This is an optimization exercise on Yosys and OpenROAD, whose aim is small area, a short achievable clock period and few clock cycles per item, not a production implementation. RTL that was checked went through simulation tests only; none was proved equivalent to the original.

==> flow/design.v <==
module divider_400bit (
    input wire clk,
    input wire rst,
    input wire start,
    input wire [399:0] dividend,
    input wire [7:0] divisor,
    output reg [399:0] quotient,
    output reg done
);
    reg busy;                     
    reg [4:0] idx;             
    reg [13:0] chunk;            
    reg [7:0] rem;                
    reg [7:0] dvs;                
    reg [9:0] mul3;            
    wire [13:0] nchunk;
    wire [28:0] sel;             
    genvar g;
    for (g = 0; g < 29; g = g + 1) begin : sel_
        assign sel[g] = idx == g;
    end
    div400_chunk_mux chunk_mux (.dividend(dividend), .sel(sel), .chunk(nchunk));
    wire [7:0] r0 = rem;
    wire [9:0] t0 = {r0, chunk[13:12]};
    wire [10:0] df0_1 = {1'b0, t0} - {1'b0, {2'd0, dvs}};
    wire [10:0] df0_2 = {1'b0, t0} - {1'b0, ({2'd0, dvs} << 1)};
    wire [10:0] df0_3 = {1'b0, t0} - {1'b0, mul3};
    reg [7:0] r1;
    reg [1:0] q0;
    always @* begin
        r1 = t0[7:0];
        q0 = 2'd0;
        if (!df0_1[10]) begin r1 = df0_1[7:0]; q0 = 2'd1; end
        if (!df0_2[10]) begin r1 = df0_2[7:0]; q0 = 2'd2; end
        if (!df0_3[10]) begin r1 = df0_3[7:0]; q0 = 2'd3; end
    end
    wire [9:0] t1 = {r1, chunk[11:10]};
    wire [10:0] df1_1 = {1'b0, t1} - {1'b0, {2'd0, dvs}};
    wire [10:0] df1_2 = {1'b0, t1} - {1'b0, ({2'd0, dvs} << 1)};
    wire [10:0] df1_3 = {1'b0, t1} - {1'b0, mul3};
    reg [7:0] r2;
    reg [1:0] q1;
    always @* begin
        r2 = t1[7:0];
        q1 = 2'd0;
        if (!df1_1[10]) begin r2 = df1_1[7:0]; q1 = 2'd1; end
        if (!df1_2[10]) begin r2 = df1_2[7:0]; q1 = 2'd2; end
        if (!df1_3[10]) begin r2 = df1_3[7:0]; q1 = 2'd3; end
    end
    wire [9:0] t2 = {r2, chunk[9:8]};
    wire [10:0] df2_1 = {1'b0, t2} - {1'b0, {2'd0, dvs}};
    wire [10:0] df2_2 = {1'b0, t2} - {1'b0, ({2'd0, dvs} << 1)};
    wire [10:0] df2_3 = {1'b0, t2} - {1'b0, mul3};
    reg [7:0] r3;
    reg [1:0] q2;
    always @* begin
        r3 = t2[7:0];
        q2 = 2'd0;
        if (!df2_1[10]) begin r3 = df2_1[7:0]; q2 = 2'd1; end
        if (!df2_2[10]) begin r3 = df2_2[7:0]; q2 = 2'd2; end
        if (!df2_3[10]) begin r3 = df2_3[7:0]; q2 = 2'd3; end
    end
    wire [9:0] t3 = {r3, chunk[7:6]};
    wire [10:0] df3_1 = {1'b0, t3} - {1'b0, {2'd0, dvs}};
    wire [10:0] df3_2 = {1'b0, t3} - {1'b0, ({2'd0, dvs} << 1)};
    wire [10:0] df3_3 = {1'b0, t3} - {1'b0, mul3};
    reg [7:0] r4;
    reg [1:0] q3;
    always @* begin
        r4 = t3[7:0];
        q3 = 2'd0;
        if (!df3_1[10]) begin r4 = df3_1[7:0]; q3 = 2'd1; end
        if (!df3_2[10]) begin r4 = df3_2[7:0]; q3 = 2'd2; end
        if (!df3_3[10]) begin r4 = df3_3[7:0]; q3 = 2'd3; end
    end
    wire [9:0] t4 = {r4, chunk[5:4]};
    wire [10:0] df4_1 = {1'b0, t4} - {1'b0, {2'd0, dvs}};
    wire [10:0] df4_2 = {1'b0, t4} - {1'b0, ({2'd0, dvs} << 1)};
    wire [10:0] df4_3 = {1'b0, t4} - {1'b0, mul3};
    reg [7:0] r5;
    reg [1:0] q4;
    always @* begin
        r5 = t4[7:0];
        q4 = 2'd0;
        if (!df4_1[10]) begin r5 = df4_1[7:0]; q4 = 2'd1; end
        if (!df4_2[10]) begin r5 = df4_2[7:0]; q4 = 2'd2; end
        if (!df4_3[10]) begin r5 = df4_3[7:0]; q4 = 2'd3; end
    end
    wire [9:0] t5 = {r5, chunk[3:2]};
    wire [10:0] df5_1 = {1'b0, t5} - {1'b0, {2'd0, dvs}};
    wire [10:0] df5_2 = {1'b0, t5} - {1'b0, ({2'd0, dvs} << 1)};
    wire [10:0] df5_3 = {1'b0, t5} - {1'b0, mul3};
    reg [7:0] r6;
    reg [1:0] q5;
    always @* begin
        r6 = t5[7:0];
        q5 = 2'd0;
        if (!df5_1[10]) begin r6 = df5_1[7:0]; q5 = 2'd1; end
        if (!df5_2[10]) begin r6 = df5_2[7:0]; q5 = 2'd2; end
        if (!df5_3[10]) begin r6 = df5_3[7:0]; q5 = 2'd3; end
    end
    wire [9:0] t6 = {r6, chunk[1:0]};
    wire [10:0] df6_1 = {1'b0, t6} - {1'b0, {2'd0, dvs}};
    wire [10:0] df6_2 = {1'b0, t6} - {1'b0, ({2'd0, dvs} << 1)};
    wire [10:0] df6_3 = {1'b0, t6} - {1'b0, mul3};
    reg [7:0] r7;
    reg [1:0] q6;
    always @* begin
        r7 = t6[7:0];
        q6 = 2'd0;
        if (!df6_1[10]) begin r7 = df6_1[7:0]; q6 = 2'd1; end
        if (!df6_2[10]) begin r7 = df6_2[7:0]; q6 = 2'd2; end
        if (!df6_3[10]) begin r7 = df6_3[7:0]; q6 = 2'd3; end
    end
    wire [13:0] qk = {q0, q1, q2, q3, q4, q5, q6};
    always @(posedge clk) begin
        dvs <= divisor;
        mul3 <= 10'd3 * {2'd0, divisor};
        chunk <= nchunk;
        rem <= busy ? r7 : 8'd0;
        if (busy)
            quotient <= {quotient[385:0], qk};
    end
    always @(posedge clk or posedge rst) begin
        if (rst) begin
            busy <= 1'b0;
            done <= 1'b0;
            idx <= 5'd0;
        end else begin
            done <= 1'b0;
            if (busy) begin
                if (idx == 5'd29) begin
                    busy <= 1'b0;
                    done <= 1'b1;
                    idx <= 5'd0;
                end else begin
                    idx <= idx + 1'b1;
                end
            end else if (start) begin
                busy <= 1'b1;
                idx <= 5'd1;
            end
        end
    end
endmodule
module div400_chunk_mux (
    input wire [399:0] dividend,
    input wire [28:0] sel,
    output wire [13:0] chunk
);
    wire [405:0] dpad = {6'd0, dividend};
    genvar b, j;
    generate
        for (b = 0; b < 14; b = b + 1) begin : bit_
            wire [29:0] hit;
            wire [14:0] pn;
            wire [15:0] pnx;
            wire [3:0] gp;
            for (j = 0; j < 30; j = j + 1) begin : chunk_
                if (j < 29) begin : real_
                    assign hit[j] = dpad[405 - 14*j - (13 - b)] & sel[j];
                end else begin : none_
                    assign hit[j] = 1'b0;
                end
            end
            for (j = 0; j < 15; j = j + 1) begin : pair_
                assign pn[j] = ~(hit[2*j] | hit[2*j+1]);
            end
            assign pnx = {{1{1'b1}}, pn};
            for (j = 0; j < 4; j = j + 1) begin : grp_
                assign gp[j] = ~&pnx[4*j +: 4];
            end
            assign chunk[b] = |gp;
        end
    endgenerate
endmodule
export LEC_CHECK = 0
export ABC_AREA = 1
export CAP_MARGIN = 20
export CORE_MARGIN = 2
export CORE_UTILIZATION = 46
export PLACE_DENSITY = 0.7
export SLEW_MARGIN = 20
create_clock -name core_clock -period 40.0 [get_ports {clk}]
standard.sh (not shown) runs the stock make flow with config.mk's settings and CLKGATE_MAP_FILE= SYNTH_SCRIPT=/design/flow/synth_recipe.tcl, a recipe that flattens the netlist after the stock synthesis.
==> flow/flow/run.sh <==
#!/bin/bash
# Own layout flow: the standard flow (standard.sh) with smaller port buffers,
# a lighter clock tree and a timing-repair margin. Every tool's output goes to a log
# file in this folder (make_*.log) and ORFS's own logs under orfs/logs/.
set -euo pipefail
cd "$(dirname "$0")/.."
# Port buffers: one small buffer on every input and output port.
export BUFFER_PORTS_ARGS="-buffer_cell sky130_fd_sc_hd__buf_1"
# Clock tree: smaller clock buffers, bigger sink clusters, no dummy loads.
export CTS_ARGS="-sink_clustering_enable -repair_clock_nets -buf_list {sky130_fd_sc_hd__clkbuf_8} -sink_clustering_size 15 -sink_clustering_max_diameter 80 -dont_use_dummy_load"
# Timing repair aims for this much setup slack (ns) at the design's clock period.
export SETUP_SLACK_MARGIN=30.2
export TNS_END_PERCENT=10
# Synthesis: leave adders as plain gates for ABC (no full/half-adder cells); the
# registers are the standard synthesis's.
export ADDER_MAP_FILE=
bash standard.sh finish > make_finish.log 2>&1
Change:
--- a/flow/design.v
+++ b/flow/design.v
@@ -151,26 +151,12 @@
     wire [405:0] dpad = {6'd0, dividend};
     genvar b, j;
     generate
         for (b = 0; b < 14; b = b + 1) begin : bit_
-            wire [29:0] hit;
-            wire [14:0] pn;
-            wire [15:0] pnx;
-            wire [3:0] gp;
-            for (j = 0; j < 30; j = j + 1) begin : chunk_
-                if (j < 29) begin : real_
-                    assign hit[j] = dpad[405 - 14*j - (13 - b)] & sel[j];
-                end else begin : none_
-                    assign hit[j] = 1'b0;
-                end
+            wire [28:0] hit;
+            for (j = 0; j < 29; j = j + 1) begin : chunk_
+                assign hit[j] = dpad[405 - 14*j - (13 - b)] & sel[j];
             end
-            for (j = 0; j < 15; j = j + 1) begin : pair_
-                assign pn[j] = ~(hit[2*j] | hit[2*j+1]);
-            end
-            assign pnx = {{1{1'b1}}, pn};
-            for (j = 0; j < 4; j = j + 1) begin : grp_
-                assign gp[j] = ~&pnx[4*j +: 4];
-            end
-            assign chunk[b] = |gp;
+            assign chunk[b] = |hit;
         end
     endgenerate
 endmodule
The new run completed with no timing, DRC or antenna violations. Maximum frequency grows by 1.9%. Via count shrinks by 1.6%. Global-route usage shrinks by 0.58 points. Register-to-register slack gets better by 0.17 ns. Routed wire length shrinks by 1.4%. Worst setup slack gets better by 0.18 ns.
Testbench counts after the change, summed over its fixed seeds: cycles 9,600, items 320.
Function not checked in the first run of this note: the RTL went through the layout flow alone.

---

divider_400bit, a different RTL version from the one above (not shown whole).
Size in the first run: roughly 2,100 cells after synthesis, ~460 flip-flops, about 810 I/O pins.
==> module divider_400bit, before the edit <==
module divider_400bit (
    input wire clk,
    input wire rst,
    input wire start,
    input wire [399:0] dividend,
    input wire [7:0] divisor,
    output reg [399:0] quotient,
    output reg done
);
    reg busy;                     
    reg setup;                    
    reg [5:0] idx;             
    reg [8:0] chunk;            
    reg [7:0] rem;                
    reg [7:0] dvs;                
    reg [10:0] mul3;            
    reg [10:0] mul5;            
    reg [10:0] mul7;            
    wire [404:0] dpad = {5'd0, dividend};
    reg [8:0] nchunk;
    integer j;
    always @* begin
        nchunk = 9'd0;
        for (j = 0; j < 45; j = j + 1)
            nchunk = nchunk | (dpad[404 - 9*j -: 9] & {9{idx == j}});
    end
    wire [7:0] r0 = rem;
    wire [10:0] t0 = {r0, chunk[8:6]};
    wire [11:0] df0_1 = {1'b0, t0} - {1'b0, {3'd0, dvs}};
    wire [11:0] df0_2 = {1'b0, t0} - {1'b0, ({3'd0, dvs} << 1)};
    wire [11:0] df0_3 = {1'b0, t0} - {1'b0, mul3};
    wire [11:0] df0_4 = {1'b0, t0} - {1'b0, ({3'd0, dvs} << 2)};
    wire [11:0] df0_5 = {1'b0, t0} - {1'b0, mul5};
    wire [11:0] df0_6 = {1'b0, t0} - {1'b0, (mul3 << 1)};
    wire [11:0] df0_7 = {1'b0, t0} - {1'b0, mul7};
    reg [7:0] r1;
    reg [2:0] q0;
    always @* begin
        r1 = t0[7:0];
        q0 = 3'd0;
        if (!df0_1[11]) begin r1 = df0_1[7:0]; q0 = 3'd1; end
        if (!df0_2[11]) begin r1 = df0_2[7:0]; q0 = 3'd2; end
        if (!df0_3[11]) begin r1 = df0_3[7:0]; q0 = 3'd3; end
        if (!df0_4[11]) begin r1 = df0_4[7:0]; q0 = 3'd4; end
        if (!df0_5[11]) begin r1 = df0_5[7:0]; q0 = 3'd5; end
        if (!df0_6[11]) begin r1 = df0_6[7:0]; q0 = 3'd6; end
        if (!df0_7[11]) begin r1 = df0_7[7:0]; q0 = 3'd7; end
    end
    wire [10:0] t1 = {r1, chunk[5:3]};
    wire [11:0] df1_1 = {1'b0, t1} - {1'b0, {3'd0, dvs}};
    wire [11:0] df1_2 = {1'b0, t1} - {1'b0, ({3'd0, dvs} << 1)};
    wire [11:0] df1_3 = {1'b0, t1} - {1'b0, mul3};
    wire [11:0] df1_4 = {1'b0, t1} - {1'b0, ({3'd0, dvs} << 2)};
    wire [11:0] df1_5 = {1'b0, t1} - {1'b0, mul5};
    wire [11:0] df1_6 = {1'b0, t1} - {1'b0, (mul3 << 1)};
    wire [11:0] df1_7 = {1'b0, t1} - {1'b0, mul7};
    reg [7:0] r2;
    reg [2:0] q1;
    always @* begin
        r2 = t1[7:0];
        q1 = 3'd0;
        if (!df1_1[11]) begin r2 = df1_1[7:0]; q1 = 3'd1; end
        if (!df1_2[11]) begin r2 = df1_2[7:0]; q1 = 3'd2; end
        if (!df1_3[11]) begin r2 = df1_3[7:0]; q1 = 3'd3; end
        if (!df1_4[11]) begin r2 = df1_4[7:0]; q1 = 3'd4; end
        if (!df1_5[11]) begin r2 = df1_5[7:0]; q1 = 3'd5; end
        if (!df1_6[11]) begin r2 = df1_6[7:0]; q1 = 3'd6; end
        if (!df1_7[11]) begin r2 = df1_7[7:0]; q1 = 3'd7; end
    end
    wire [10:0] t2 = {r2, chunk[2:0]};
    wire [11:0] df2_1 = {1'b0, t2} - {1'b0, {3'd0, dvs}};
    wire [11:0] df2_2 = {1'b0, t2} - {1'b0, ({3'd0, dvs} << 1)};
    wire [11:0] df2_3 = {1'b0, t2} - {1'b0, mul3};
    wire [11:0] df2_4 = {1'b0, t2} - {1'b0, ({3'd0, dvs} << 2)};
    wire [11:0] df2_5 = {1'b0, t2} - {1'b0, mul5};
    wire [11:0] df2_6 = {1'b0, t2} - {1'b0, (mul3 << 1)};
    wire [11:0] df2_7 = {1'b0, t2} - {1'b0, mul7};
    reg [7:0] r3;
    reg [2:0] q2;
    always @* begin
        r3 = t2[7:0];
        q2 = 3'd0;
        if (!df2_1[11]) begin r3 = df2_1[7:0]; q2 = 3'd1; end
        if (!df2_2[11]) begin r3 = df2_2[7:0]; q2 = 3'd2; end
        if (!df2_3[11]) begin r3 = df2_3[7:0]; q2 = 3'd3; end
        if (!df2_4[11]) begin r3 = df2_4[7:0]; q2 = 3'd4; end
        if (!df2_5[11]) begin r3 = df2_5[7:0]; q2 = 3'd5; end
        if (!df2_6[11]) begin r3 = df2_6[7:0]; q2 = 3'd6; end
        if (!df2_7[11]) begin r3 = df2_7[7:0]; q2 = 3'd7; end
    end
    wire [8:0] qk = {q0, q1, q2};
    always @(posedge clk) begin
        if (start && !busy) begin
            dvs <= divisor;
            rem <= 8'd0;
        end
        if (setup) begin
            mul3 <= 11'd3 * {3'd0, dvs};
            mul5 <= 11'd5 * {3'd0, dvs};
            mul7 <= 11'd7 * {3'd0, dvs};
        end
        if (setup || busy) chunk <= nchunk;
        if (busy && !setup) begin
            quotient <= {quotient[390:0], qk};
            rem <= r3;
        end
    end
    always @(posedge clk or posedge rst) begin
        if (rst) begin
            busy <= 1'b0;
            setup <= 1'b0;
            done <= 1'b0;
            idx <= 6'd0;
        end else begin
            done <= 1'b0;
            setup <= 1'b0;
            if (busy) begin
                if (idx == 6'd45) begin
                    busy <= 1'b0;
                    done <= 1'b1;
                    idx <= 6'd0;
                end else begin
                    idx <= idx + 1'b1;
                end
            end else if (start) begin
                busy <= 1'b1;
                setup <= 1'b1;
            end
        end
    end
endmodule
clock: 40.0 ns
lec_check: 0
cap_margin: 20
core_margin: 2
core_utilization: 40
slew_margin: 20
==> flow/flow/run.sh <==
#!/bin/bash
# Own layout flow: the standard flow (standard.sh) with smaller port buffers,
# a lighter clock tree and a timing-repair margin. Every tool's output goes to a log
# file in this folder (make_*.log) and ORFS's own logs under orfs/logs/.
set -euo pipefail
cd "$(dirname "$0")/.."
# Port buffers: one small buffer on every input and output port.
export BUFFER_PORTS_ARGS="-buffer_cell sky130_fd_sc_hd__buf_1"
# Clock tree: smaller clock buffers, bigger sink clusters, no dummy loads.
export CTS_ARGS="-sink_clustering_enable -repair_clock_nets -buf_list {sky130_fd_sc_hd__clkbuf_8} -sink_clustering_size 15 -sink_clustering_max_diameter 80 -dont_use_dummy_load"
# Timing repair aims for this much setup slack (ns) at the design's clock period.
export SETUP_SLACK_MARGIN=30
export TNS_END_PERCENT=20
bash standard.sh finish > make_finish.log 2>&1
The first run went through all stages and came out clean.
Rerun with:
--- a/flow/design.v
+++ b/flow/design.v
@@ -89,22 +89,16 @@
         if (!df2_7[11]) begin r3 = df2_7[7:0]; q2 = 3'd7; end
     end
     wire [8:0] qk = {q0, q1, q2};
     always @(posedge clk) begin
-        if (start && !busy) begin
-            dvs <= divisor;
-            rem <= 8'd0;
-        end
-        if (setup) begin
-            mul3 <= 11'd3 * {3'd0, dvs};
-            mul5 <= 11'd5 * {3'd0, dvs};
-            mul7 <= 11'd7 * {3'd0, dvs};
-        end
-        if (setup || busy) chunk <= nchunk;
-        if (busy && !setup) begin
+        dvs <= divisor;
+        mul3 <= 11'd3 * {3'd0, dvs};
+        mul5 <= 11'd5 * {3'd0, dvs};
+        mul7 <= 11'd7 * {3'd0, dvs};
+        chunk <= nchunk;
+        rem <= (busy && !setup) ? r3 : 8'd0;
+        if (busy)
             quotient <= {quotient[390:0], qk};
-            rem <= r3;
-        end
     end
     always @(posedge clk or posedge rst) begin
         if (rst) begin
             busy <= 1'b0;
Outcome: Via count decreases by 0.34%. Final cell count stays flat. Final area decreases by 2.2%. Clock-buffer cell count decreases by 4. Core utilization stays flat. Critical path depth stays the same. Wire length increases by 2.8%. Register-to-register slack improves by 0.13 ns. Setup slack improves by 0.31 ns. Die area decreases by 2.2%. First-iteration DRC count decreases by 3.7%.
Testbench counts after the change, summed over its fixed seeds: cycles 15,040, items 320.
For the first run of this note, only the layout was checked, not whether the RTL still works.

separate check: timing with driven ports:
No port has a modelled driver above. Below, the same layouts with a new extraction and two added sets of constraints.
Step 1 (the two cells are an assumption about what drives the block):
set clk [get_ports {clk}]
set_driving_cell -lib_cell sky130_fd_sc_hd__clkbuf_16 $clk
set_driving_cell -lib_cell sky130_fd_sc_hd__buf_2 [delete_from_list [all_inputs] $clk]
Step 2, shift: input delay + t, output delay - t, t = (earliest + latest rising clock arrival at the registers) / 2. This alone moves slack from input paths to output paths.
Slacks: ideal / step 1 / step 2; pairs: ideal / step 1.
| run | t, ns | setup WS [ns] | worst register clock-pin slew, ns | worst slew at a driven data input, ns |
|---|---|---|---|---|
| the first run of note 1 | 0.643 | 30.277 / 30.301 / 29.658 | 0.11 / 0.11 | 0.23 |
| the second run of note 1 | 0.637 | 30.461 / 30.499 / 29.861 | 0.11 / 0.11 | 0.16 |
| the first run of note 2 | 0.648 | 30.083 / 30.110 / 29.462 | 0.10 / 0.10 | 0.18 |
| the second run of note 2 | 0.652 | 30.397 / 30.441 / 29.789 | 0.11 / 0.11 | 0.23 |
After both steps every run listed still meets setup and hold. The setup slack of the first run of note 2, which loses most, moves by +0.027 ns with the drivers and by -0.621 ns with both steps.
